From an optimization exercise on the open Yosys and OpenROAD flow, aimed at small area, a short achievable clock period and few clock cycles per item; shortcuts taken in it are not production practice.
In this exercise RTL edits were held to simulation tests only and were not proved equivalent to the original.

==> flow/design.v, too long to show whole: its modules and the start of the top module <==
// module multipli: 1063 lines
module multipli
#(parameter int N = 32)
(
	input  logic                        CLOCK,
	input  logic                        RESET,
	input  logic                        START,
	input  logic signed [N-1:0]         A,B,
	output logic signed [2*N-1:0]       S,
	output logic                        END_MULT
);
  // ...
==> flow/flow/run.sh <==
#!/bin/bash
# Layout flow: the standard flow (standard.sh) with two changes.
# 1. The port buffers that global placement inserts are made from
#    sky130_fd_sc_hd__buf_1 instead of the default pick; the resizer upsizes
#    them where timing or slew needs it.
# 2. After the standard synthesis, flow/fixinv.py removes inverters around
#    the full-adder cells (an adder with all inputs and outputs complemented
#    is the same adder) and swaps gates for their complements where that
#    saves an inverter. Registers are not touched.
# Each tool's output goes to a log of its own in this folder.
set -e
export BUFFER_PORTS_ARGS="-buffer_cell sky130_fd_sc_hd__buf_1"
RES=orfs/results/sky130hd/multipli/base
OR=$(command -v openroad || echo /OpenROAD-flow-scripts/tools/install/OpenROAD/bin/openroad)
bash standard.sh synth > synth.log 2>&1
cp $RES/1_synth.odb $RES/1_synth_std.odb
"$OR" -python -no_init flow/fixinv.py $RES/1_synth_std.odb $RES/1_synth.odb > fixinv.log 2>&1
bash standard.sh > standard.log 2>&1
==> flow/flow/fixinv.py <==
"""Remove inverters around full-adder cells.

A full adder is self-dual: FA(~a, ~b, ~c) = (~sum, ~cout). Each adder gets
a polarity (flipped or not), chosen by local search to minimise the number
of inverters needed; then every net that feeds or leaves an adder is rewired
with at most one inverter for the loads that need its complement.

usage: openroad -python -no_init fixinv.py IN.odb OUT.odb
"""
import sys
import random
import odb

db = odb.dbDatabase.create()
odb.read_db(db, sys.argv[1])
blk = db.getChip().getBlock()
INV_MASTER = db.findMaster("sky130_fd_sc_hd__inv_1")
FA_IN = ("A", "B", "CIN")
FA_OUT = ("SUM", "COUT")
INV_AREA = 3.7536
# drivers whose complement is another cell with the same inputs:
# cell -> (complement cell, output pin, complement's output pin, area change)
PAIRS = {}
def pair(a, b, pa, pb, da):
    PAIRS["sky130_fd_sc_hd__" + a] = ("sky130_fd_sc_hd__" + b, pa, pb, da)
    PAIRS["sky130_fd_sc_hd__" + b] = ("sky130_fd_sc_hd__" + a, pb, pa, -da)
pair("xor2_1", "xnor2_1", "X", "Y", 0.0)
pair("nand2_1", "and2_1", "Y", "X", 2.5024)
pair("nor2_1", "or2_1", "Y", "X", 2.5024)
pair("a21oi_1", "a21o_1", "Y", "X", 2.5024)
pair("o21ai_0", "o21a_1", "Y", "X", 2.5024)
pair("a22oi_1", "a22o_1", "Y", "X", 1.2512)


def mname(inst):
    return inst.getMaster().getName()


def is_inv(inst):
    return mname(inst).startswith("sky130_fd_sc_hd__inv_")


def is_fa(inst):
    return mname(inst).startswith("sky130_fd_sc_hd__fa_")


def driver(net):
    for it in net.getITerms():
        if it.isOutputSignal():
            return it
    return None


def loads(net):
    return [it for it in net.getITerms() if it.isInputSignal()]


fas = [i for i in blk.getInsts() if is_fa(i)]
fa_id = {f.getId(): k for k, f in enumerate(fas)}
NFA = len(fas)

# source nets: nets driven by an adder, or feeding an adder pin directly or
# through one inverter
src = {}
for f in fas:
    for p in FA_OUT:
        n = f.findITerm(p).getNet()
        if n is not None:
            src[n.getId()] = n
    for p in FA_IN:
        n = f.findITerm(p).getNet()
        d = driver(n)
        if d is not None and is_inv(d.getInst()):
            n = d.getInst().findITerm("A").getNet()
        src[n.getId()] = n

# per source net: driver adder (or None) and consumers (iterm, inv)
nets = []
frozen_fa = set()
for nid, n in src.items():
    d = driver(n)
    dfa = fa_id.get(d.getInst().getId()) if d is not None and is_fa(d.getInst()) else None
    if dfa is None and d is not None and mname(d.getInst()) in PAIRS and d.getMTerm().getName() == PAIRS[mname(d.getInst())][1]:
        fas.append(d.getInst())
        dfa = len(fas) - 1
        fa_id[d.getInst().getId()] = dfa
    cons = []
    invs = []
    frozen = len(n.getBTerms()) > 0
    for it in loads(n):
        g = it.getInst()
        if is_inv(g):
            y = g.findITerm("Y").getNet()
            invs.append(g)
            if y is None:
                continue
            if len(y.getBTerms()) > 0:
                frozen = True
            for it2 in loads(y):
                cons.append((it2, 1))
        else:
            cons.append((it, 0))
    nets.append(dict(net=n, dfa=dfa, cons=cons, invs=invs, frozen=frozen))

for e in nets:
    if e["frozen"]:
        if e["dfa"] is not None:
            frozen_fa.add(e["dfa"])
        for it, inv in e["cons"]:
            g = it.getInst()
            if is_fa(g):
                frozen_fa.add(fa_id[g.getId()])


def cons_fa(it):
    g = it.getInst()
    if is_fa(g) and it.getMTerm().getName() in FA_IN:
        return fa_id[g.getId()]
    return None

fas_all = fas


for e in nets:
    e["cf"] = [(cons_fa(it), inv) for it, inv in e["cons"]]

# nets touching each adder
touch = [[] for _ in fas]
for k, e in enumerate(nets):
    s = set()
    if e["dfa"] is not None:
        s.add(e["dfa"])
    for f, inv in e["cf"]:
        if f is not None:
            s.add(f)
    for f in s:
        touch[f].append(k)

pol = [0] * len(fas)


def need(e, f, inv):
    pd = pol[e["dfa"]] if e["dfa"] is not None else 0
    pc = pol[f] if f is not None else 0
    return inv ^ pc ^ pd


def cost_net(e):
    if e["frozen"]:
        return INV_AREA * len(e["invs"])
    return INV_AREA if any(need(e, f, inv) for f, inv in e["cf"]) else 0


def swap_cost(f):
    if f < NFA or not pol[f]:
        return 0.0
    return PAIRS[mname(fas[f])][3]


def total():
    return sum(cost_net(e) for e in nets) + sum(swap_cost(f) for f in range(len(fas)))


def delta(f):
    before = sum(cost_net(nets[k]) for k in touch[f]) + swap_cost(f)
    pol[f] ^= 1
    after = sum(cost_net(nets[k]) for k in touch[f]) + swap_cost(f)
    pol[f] ^= 1
    return after - before


orig_inv = sum(1 for i in blk.getInsts() if is_inv(i))
best = total()
best_pol = list(pol)
print("adders %d, flippable drivers %d, managed nets %d, inverters now %d, model %.1f" % (NFA, len(fas) - NFA, len(nets), orig_inv, best))
rng = random.Random(1)
free = [f for f in range(len(fas)) if f not in frozen_fa]
cur = best
for rnd in range(200):
    improved = True
    while improved:
        improved = False
        rng.shuffle(free)
        for f in free:
            d = delta(f)
            if d < -1e-9:
                pol[f] ^= 1
                cur += d
                improved = True
    if cur < best - 1e-9:
        best = cur
        best_pol = list(pol)
    # perturb
    pol = list(best_pol)
    cur = best
    for f in rng.sample(free, max(1, len(free) // 10)):
        pol[f] ^= 1
    cur = total()
pol = best_pol
print("model after search: %.1f" % total())

nid = [0]
def new_net():
    nid[0] += 1
    return odb.dbNet_create(blk, "fxn_%d" % nid[0])


for e in nets:
    if e["frozen"]:
        continue
    n = e["net"]
    # detach consumers and drop the old inverters
    for it, inv in e["cons"]:
        it.disconnect()
    for g in e["invs"]:
        y = g.findITerm("Y").getNet()
        odb.dbInst_destroy(g)
        if y is not None and len(y.getITerms()) == 0 and len(y.getBTerms()) == 0:
            odb.dbNet_destroy(y)
    comp = None
    for (it, inv), (f, _) in zip(e["cons"], e["cf"]):
        if need(e, f, inv):
            if comp is None:
                comp = new_net()
                nid[0] += 1
                g = odb.dbInst_create(blk, INV_MASTER, "fxi_%d" % nid[0])
                g.findITerm("A").connect(n)
                g.findITerm("Y").connect(comp)
            it.connect(comp)
        else:
            it.connect(n)
# apply: swap flipped drivers for their complements
for f in range(NFA, len(fas)):
    if not pol[f]:
        continue
    old = fas[f]
    cm, po, pn, _ = PAIRS[mname(old)]
    nid[0] += 1
    new = odb.dbInst_create(blk, db.findMaster(cm), "fxs_%d" % nid[0])
    for it in old.getITerms():
        n = it.getNet()
        nm = it.getMTerm().getName()
        if n is None or nm in ("VPWR", "VGND", "VPB", "VNB"):
            continue
        it.disconnect()
        new.findITerm(pn if nm == po else nm).connect(n)
    odb.dbInst_destroy(old)



print("flipped %d adders, swapped %d drivers; inverters %d -> %d" % (sum(pol[:NFA]), sum(pol[NFA:]), orig_inv, sum(1 for i in blk.getInsts() if is_inv(i))))
odb.write_db(db, sys.argv[2])
==> flow/standard.sh <==
#!/bin/bash
# synth_recipe.tcl (not shown) runs the flow's synth.tcl, then flattens the netlist and writes it again
# the make line also repeats each setting of config.mk as NAME=value (left out here)
make -C /OpenROAD-flow-scripts/flow DESIGN_CONFIG=/design/flow/config.mk WORK_HOME=/design/flow/orfs CLKGATE_MAP_FILE= SYNTH_SCRIPT=/design/flow/synth_recipe.tcl "${@:-finish}"
==> flow/config.mk <==
export PLATFORM = sky130hd
export DESIGN_NAME = multipli
export DESIGN_NICKNAME = multipli
export VERILOG_FILES = /design/flow/design.v
export SDC_FILE = /design/flow/constraint.sdc
export NUM_CORES = 4
export LEC_CHECK = 0
export CAP_MARGIN = 20
export CORE_MARGIN = 2
export CORE_UTILIZATION = 40
export SETUP_SLACK_MARGIN = 1.2
export SLEW_MARGIN = 20
==> flow/constraint.sdc <==
create_clock -name core_clock -period 5.0 [get_ports {CLOCK}]
set_input_delay 1.0000 -clock core_clock [delete_from_list [all_inputs] [get_ports {CLOCK}]]
set_output_delay 1.0000 -clock core_clock [all_outputs]
set_load 0.01 [all_outputs]
==> out/metrics.cfg, run 1 <==
[outcome]
status=complete, no violations

[final_layout]
seq_cells=107
multi_input_gates=681
regArea_sq_mm=0.00319
bufAreaShareNonClock_pct=11.0
drive_gt1_share_pct=25.5

[route]
vias=7688
viasPerCell=5.59
drt_iter0_drc=634

[worst_setup_path]
crit_fanout=3
critPathMaxStageDelay_ps=420
arrival_ps=3200
path_buf_inv=1
rr_worst_depth=10
cp-endpoint=S[62]
startpoint_type=register

[cts]
hold_buffers=0
clk_latency_ps=370
tritoncts=built
post_cts_buffers=35
clockRootBuffer=clkbuf_16
cts.reportedPaths.clkPinSlew_ps=90

[global_routing]
antenna_found_initial=0
met2_usage_pct=34.4
gr-usage-met1_pct=29.3
use_met3_pct=3.74

[sta]
fmax_ghz=0.238
hold_viol=0

[floorplanning]
die_area_sq_mm=0.0271

[yosys]
synth_area_sq_mm=0.0103
ys_warn_count=6

[place]
dpl.cell_count=1286

Testbench counts, summed over its fixed seeds: cycles 7,992, items 1,600.
==> run 2, diff against run 1 <==
--- a/flow/config.mk
+++ b/flow/config.mk
@@ -6,7 +6,8 @@
 export NUM_CORES = 4
 export LEC_CHECK = 0
+export ABC_AREA = 1
 export CAP_MARGIN = 20
 export CORE_MARGIN = 2
 export CORE_UTILIZATION = 40
-export SETUP_SLACK_MARGIN = 1.2
+export SETUP_SLACK_MARGIN = 1.0
 export SLEW_MARGIN = 20
==> out/metrics.cfg, run 2 <==
[worst_setup_path]
crit_fanout=20  ; +17
end_kind=register
rr_worst_depth=11  ; +1
critPathKind=reg2reg
arrival_ps=4010  ; +810 ps
startpoint_type=register
rrSetupSlack_ps=1090
worstReg2RegEnd=Y[21]
required_ps=5110
r2r_start=NF

[yosys]
ys_warn_count=6  ; unchanged
synth_area_per_cell_sq_um=9.45
syn_inst=1158
synth_nets=1367
synth_area_sq_mm=0.0109  ; +6.2%

[cts]
clockRootBuffer=clkbuf_16
cts.sinks=107
htree_levels=3
cts.reportedPaths.clkPinSlew_ps=90  ; about the same
clk_latency_ps=370  ; about the same
cts.path.max_buffers=2
cts_buffers=9
tritoncts=built

[global_routing]
antenna_found_initial=0  ; unchanged
grt_start_max_net_pins=53
grt_util_all_layers_pct=20.4
grt_overflow=0
grt_pass1_wl_mm=44.8
grt_pass1_vias=8161

[final_layout]
n_antenna_cell=0
layout_common_cells=nand2_1, buf_1, xnor2_1
layout.cells.non_filler=1586
final_common_cell=nand2_1
fin_area_sq_mm=0.0119
nNetsFinal=1449
drive_gt1_share_pct=9.16  ; -16 points
top_regs=X x39, Y x39, LO x24
area_delta_synth_final_pct=8.40

[floorplanning]
die_area_sq_mm=0.0287  ; +6.1%
num_io_pins=132
die_h_microns=169
initial_core_util_pct=40.7
die_w_microns=169
core_sq_mm=0.0269
core.rowCount=60

[sta]
worst_slew_pin_slew_ps=813
hold_viol=0  ; unchanged
rsz0062_at_grt=true
fmax_ghz=0.256  ; +7.5%
skew_ps=17.8
setup_tns_ps=0
post-route-period-util_pct=78.2
slew_viol_final=0
fin_crit_ps=3910
slew_headroom_pct=45.6
setup_viol=0

[route]
routed_wl_mm=29.5
vias=8350  ; +8.6%
drtAntennaViolNets=0
viasPerCell=5.26  ; -5.8%
dr.pass1.iters=5
drc_errors=0
wl_per_cell_microns=18.6
drt_iter0_drc=724  ; +14%

[place]
dpl.cell_count=1555  ; +21%
portBuffers=131
routabilityCongestion=0.863
placed_cell_area_sq_mm=0.0113
place_hpwl_mm=21.7

[flow_run]
maxCapViolations=0

[outcome]
status=complete, no violations

[worst_hold_path]
hold_class=in2async

-- run 2: stage by stage --
step           setup WS [ps]  util [%]  hold WS, ps
3_3_place_gp             648      42.2          460
5_1_grt                  981      44.1          451
2_1_floorplan           1180         -          446
6_report                1090      44.1          435
4_1_cts                  983      43.6          444
3_5_place_dp             666      42.2          484
-- run 2: routing by layer --
layer  track usage, %  part of all wire [%]  up-vias
met1             26.2                    43     4048
met5                0                     0        -
met2             34.6                    49      283
met3             2.57                   4.9       46
li1                 -                     -     3973
met4             8.73                   3.3        0
-- run 2: how the worst max path moves through the flow --
stage,start,endpoint,cells after the start
5_1_grt,NF,Y[14],11
4_1_cts,NF,Y[14],11
2_1_floorplan,A[4],Y[32],10
3_5_place_dp,A[5],Y[14],11
6_report,NF,Y[21],11
3_3_place_gp,A[1],Y[14],11
-- run 2: layout make-up --
cell class | instances | area [sq um]
flip-flops and latches | 107 | 3190
fillers | 2663 | 15000
repair buffers | 158 | 742
clock buffers | 9 | 225
clock inverters | 7 | 88.8
well taps | 341 | 427
inverters | 128 | 490
multi-input cells | 836 | 6710
-- run 2: worst max-delay path, stage by stage, from the launching register on --
cell	delay, ps
dfrtp_4	580
buf_6	210
nand2_1	100
nand2_2	100
inv_2	200
nor2_2	130
o21ai_4	540
o22ai_1	170
xnor2_1	220
fa_1	470
fa_1	510
fa_1	400
-- run 2: timing repair --
action / CTS / global route
hold buffers: 0 / 0
gates cloned: 2 / 1
setup endpoints to repair: 59 / 56
pin swaps: 2 / 4
gates resized for setup: 13 / 11
buffers inserted: 0 / 12
==> run 3, diff against run 2 <==
--- a/flow/config.mk
+++ b/flow/config.mk
@@ -10,4 +10,4 @@
 export CORE_MARGIN = 2
 export CORE_UTILIZATION = 40
-export SETUP_SLACK_MARGIN = 1.0
+export SETUP_SLACK_MARGIN = 1.3
 export SLEW_MARGIN = 20
==> out/metrics.cfg, run 3 <==
[place]
place_hpwl_mm=21.5  ; -1.1%
portBuffers=131  ; unchanged
routabilityCongestion=0.860  ; -0.37%

[final_layout]
multi_input_area_sq_mm=0.00697  ; +3.9%
layout_common_cells=nand2_1, buf_1, inv_1, xnor2_1, edfxtp_1
fillers=2600  ; -2.4%
final_common_cell=nand2_1
drive_gt1_share_pct=13.3  ; +4.1 points
nNetsFinal=1463  ; +0.97%
n_antenna_cell=0  ; unchanged
regArea_sq_mm=0.00318  ; about the same
top_regs=X x39, Y x39, LO x24
area_delta_synth_final_pct=13.6

[route]
wl_per_cell_microns=18.8  ; +1.3%
wl_met1_mm=12.6  ; +0.52%
drc_errors=0  ; unchanged
viasPerCell=5.28  ; +0.22%
vias=8442  ; +1.1%
top_layer=met4
drtAntennaViolNets=0  ; unchanged
dr_wl_met2_mm=14.5  ; +0.38%
drt_iter0_drc=777  ; +7.3%
met3_length_mm=1.85  ; +28%
routed_wl_mm=30.1  ; +2.2%
dr.pass1.iters=6  ; +1

[cts]
clockRootBuffer=clkbuf_16
htree_levels=3  ; unchanged
cts.reportedPaths.clkPinSlew_ps=90  ; about the same
clk_latency_ps=370  ; about the same
cts.sinks=107  ; unchanged
cts.path.max_buffers=2  ; unchanged
tritoncts=built
cts_buffers=9  ; unchanged

[sta]
fmax_ghz=0.273  ; +6.8%
fin_crit_ps=3660  ; -250 ps
rsz0062_at_grt=true
setup_tns_ps=0  ; unchanged
hold_viol=0  ; unchanged
setup_viol=0  ; unchanged
worst_slew_pin_slew_ps=770  ; -42.4 ps
post-route-period-util_pct=73.2  ; -5.0 points
slew_viol_final=0  ; unchanged
slew_headroom_pct=48.7  ; +3.0 points
skew_ps=14.7  ; -3.17 ps

[floorplanning]
core.rowCount=60  ; unchanged
die_h_microns=169  ; unchanged
core_sq_mm=0.0269  ; unchanged
die_area_sq_mm=0.0287  ; unchanged
initial_core_util_pct=40.7  ; unchanged
num_io_pins=132  ; unchanged
die_w_microns=169  ; unchanged

[flow_run]
maxCapViolations=0  ; unchanged

[worst_setup_path]
end_kind=register
critPathKind=in2reg
required_ps=5100  ; about the same
startpoint_type=primary input
crit_fanout=14  ; -30%
path_cells=buf_1 -> nand2_1 -> nand2_2 -> inv_6 -> nor3_4 -> buf_4 -> a31oi_4 -> buf_12 -> o22ai_1 -> xnor2_2 -> fa_1 -> fa_1 -> fa_1
crit_slowest_cell=fa_1
worstSetupPathDepth=13  ; +2
critPathMaxStageDelay_ps=570  ; about the same
arrival_ps=3760  ; -250 ps
cp_common_cell=fa_1
rr_worst_depth=13  ; +2
startpoint=A[1]
path_delay_family=adder cells
r2r_start=NF
path_buf_inv=4  ; +2

[global_routing]
grt_overflow=0  ; unchanged
grt_util_all_layers_pct=20.7  ; +0.31 points
antenna_found_initial=0  ; unchanged
grt_pass1_wl_mm=45.9  ; +2.5%
grt_pass1_vias=8346  ; +2.3%
grt_start_max_net_pins=61  ; +15%

[yosys]
syn_inst=1158  ; unchanged
synth_nets=1367  ; unchanged
synth_area_per_cell_sq_um=9.45  ; unchanged
ys_warn_count=6  ; unchanged
synth_area_sq_mm=0.0109  ; unchanged

[worst_hold_path]
hold_class=in2async

[outcome]
status=complete, no violations

## run 3: repair_timing
| action | CTS | global route |
|---|---|---|
| pin swaps | 9 | 26 |
| setup buffers | 9 | 11 |
| setup endpoints to repair | 67 | 63 |
| gates cloned | 2 | 5 |
| hold buffers | 0 | 0 |
| gates resized for setup | 24 | 60 |
## run 3: area by class of cell
cell class                 instances  area share (%)
timing repair buffer             172            8.47
clock buffer                      10            1.92
inverter                         128            4.02
clock inverter                     6           0.523
tap                              341            3.43
multi-input combinational        836            56.0
sequential                       107            25.6
## run 3: per-layer routing
metal  track usage, %  vias to the layer above
li1                 -                     4008
met4             7.84                        0
met2             34.4                      297
met3             3.89                       49
met1             26.9                     4088
met5                0                        -
## run 3: path summary, 6_finish.rpt
| path | end | slack, ps |
|---|---|---|
| max | Y[21] | 1340 |
| min | COUNT[0] | 440 |
| max reg2reg | Y[21] | 1380 |
| min reg2reg | COUNT[1] | 500 |
| max in group asynchronous | NF | 4360 |
| min in group core_clock | COUNT[1] | 500 |
## run 3: through the flow
stage	cell area (sq um)	instances	setup WS [ps]	util, %	hold slack (ps)
2_1_floorplan	11000	1158	1270	-	446
3_3_place_gp	11400	1557	765	42.3	458
3_5_place_dp	11400	1557	716	42.3	477
4_1_cts	11900	1584	1300	44.5	447
5_1_grt	12400	1600	1220	46.3	462
6_report	12400	1600	1340	46.3	440
## run 3: worst register-to-register path: cells and delay by family (launching register included)
family / cells / cell delay, ps
XOR/XNOR: 1 / 120
buffers and inverters: 4 / 600
adder cells (fa/ha/maj): 3 / 1430
AO/OA/AOI/OAI: 2 / 270
flip-flops: 1 / 470
AND/OR/NAND/NOR: 3 / 460

## re-timing with driven ports
The flow's constraints put no driver on any port. The routed layouts listed below were extracted and timed again, unchanged, in two steps. Step 1, drivers: a clkbuf_16 drives CLOCK and a buf_2 each remaining input, both assumed. Step 2 also shifts input and output timing later by t, the mid clock arrival at the registers, as if the neighbouring blocks saw the same clock. a / b / c = ideal / step 1 / step 2; a / b = the first two.
run | shift t [ns] | setup slack, ns | hold slack, ns | worst setup path at the end | latest minus earliest clock arrival (ns)
run 1 | 0.407 | 0.799 / 0.752 / 0.746 | 0.445 / 0.434 / 0.521 | input to register | 0.015 / 0.015
run 2 | 0.411 | 1.092 / 1.092 / 0.792 | 0.435 / 0.410 / 0.501 | input to register | 0.018 / 0.018
run 3 | 0.409 | 1.341 / 1.348 / 0.952 | 0.440 / 0.427 / 0.496 | input to register | 0.015 / 0.015
After both steps setup and hold are still met in every run listed. The setup slack of run 3, which loses most, moves by +0.007 ns with the drivers and by -0.389 ns with both steps.
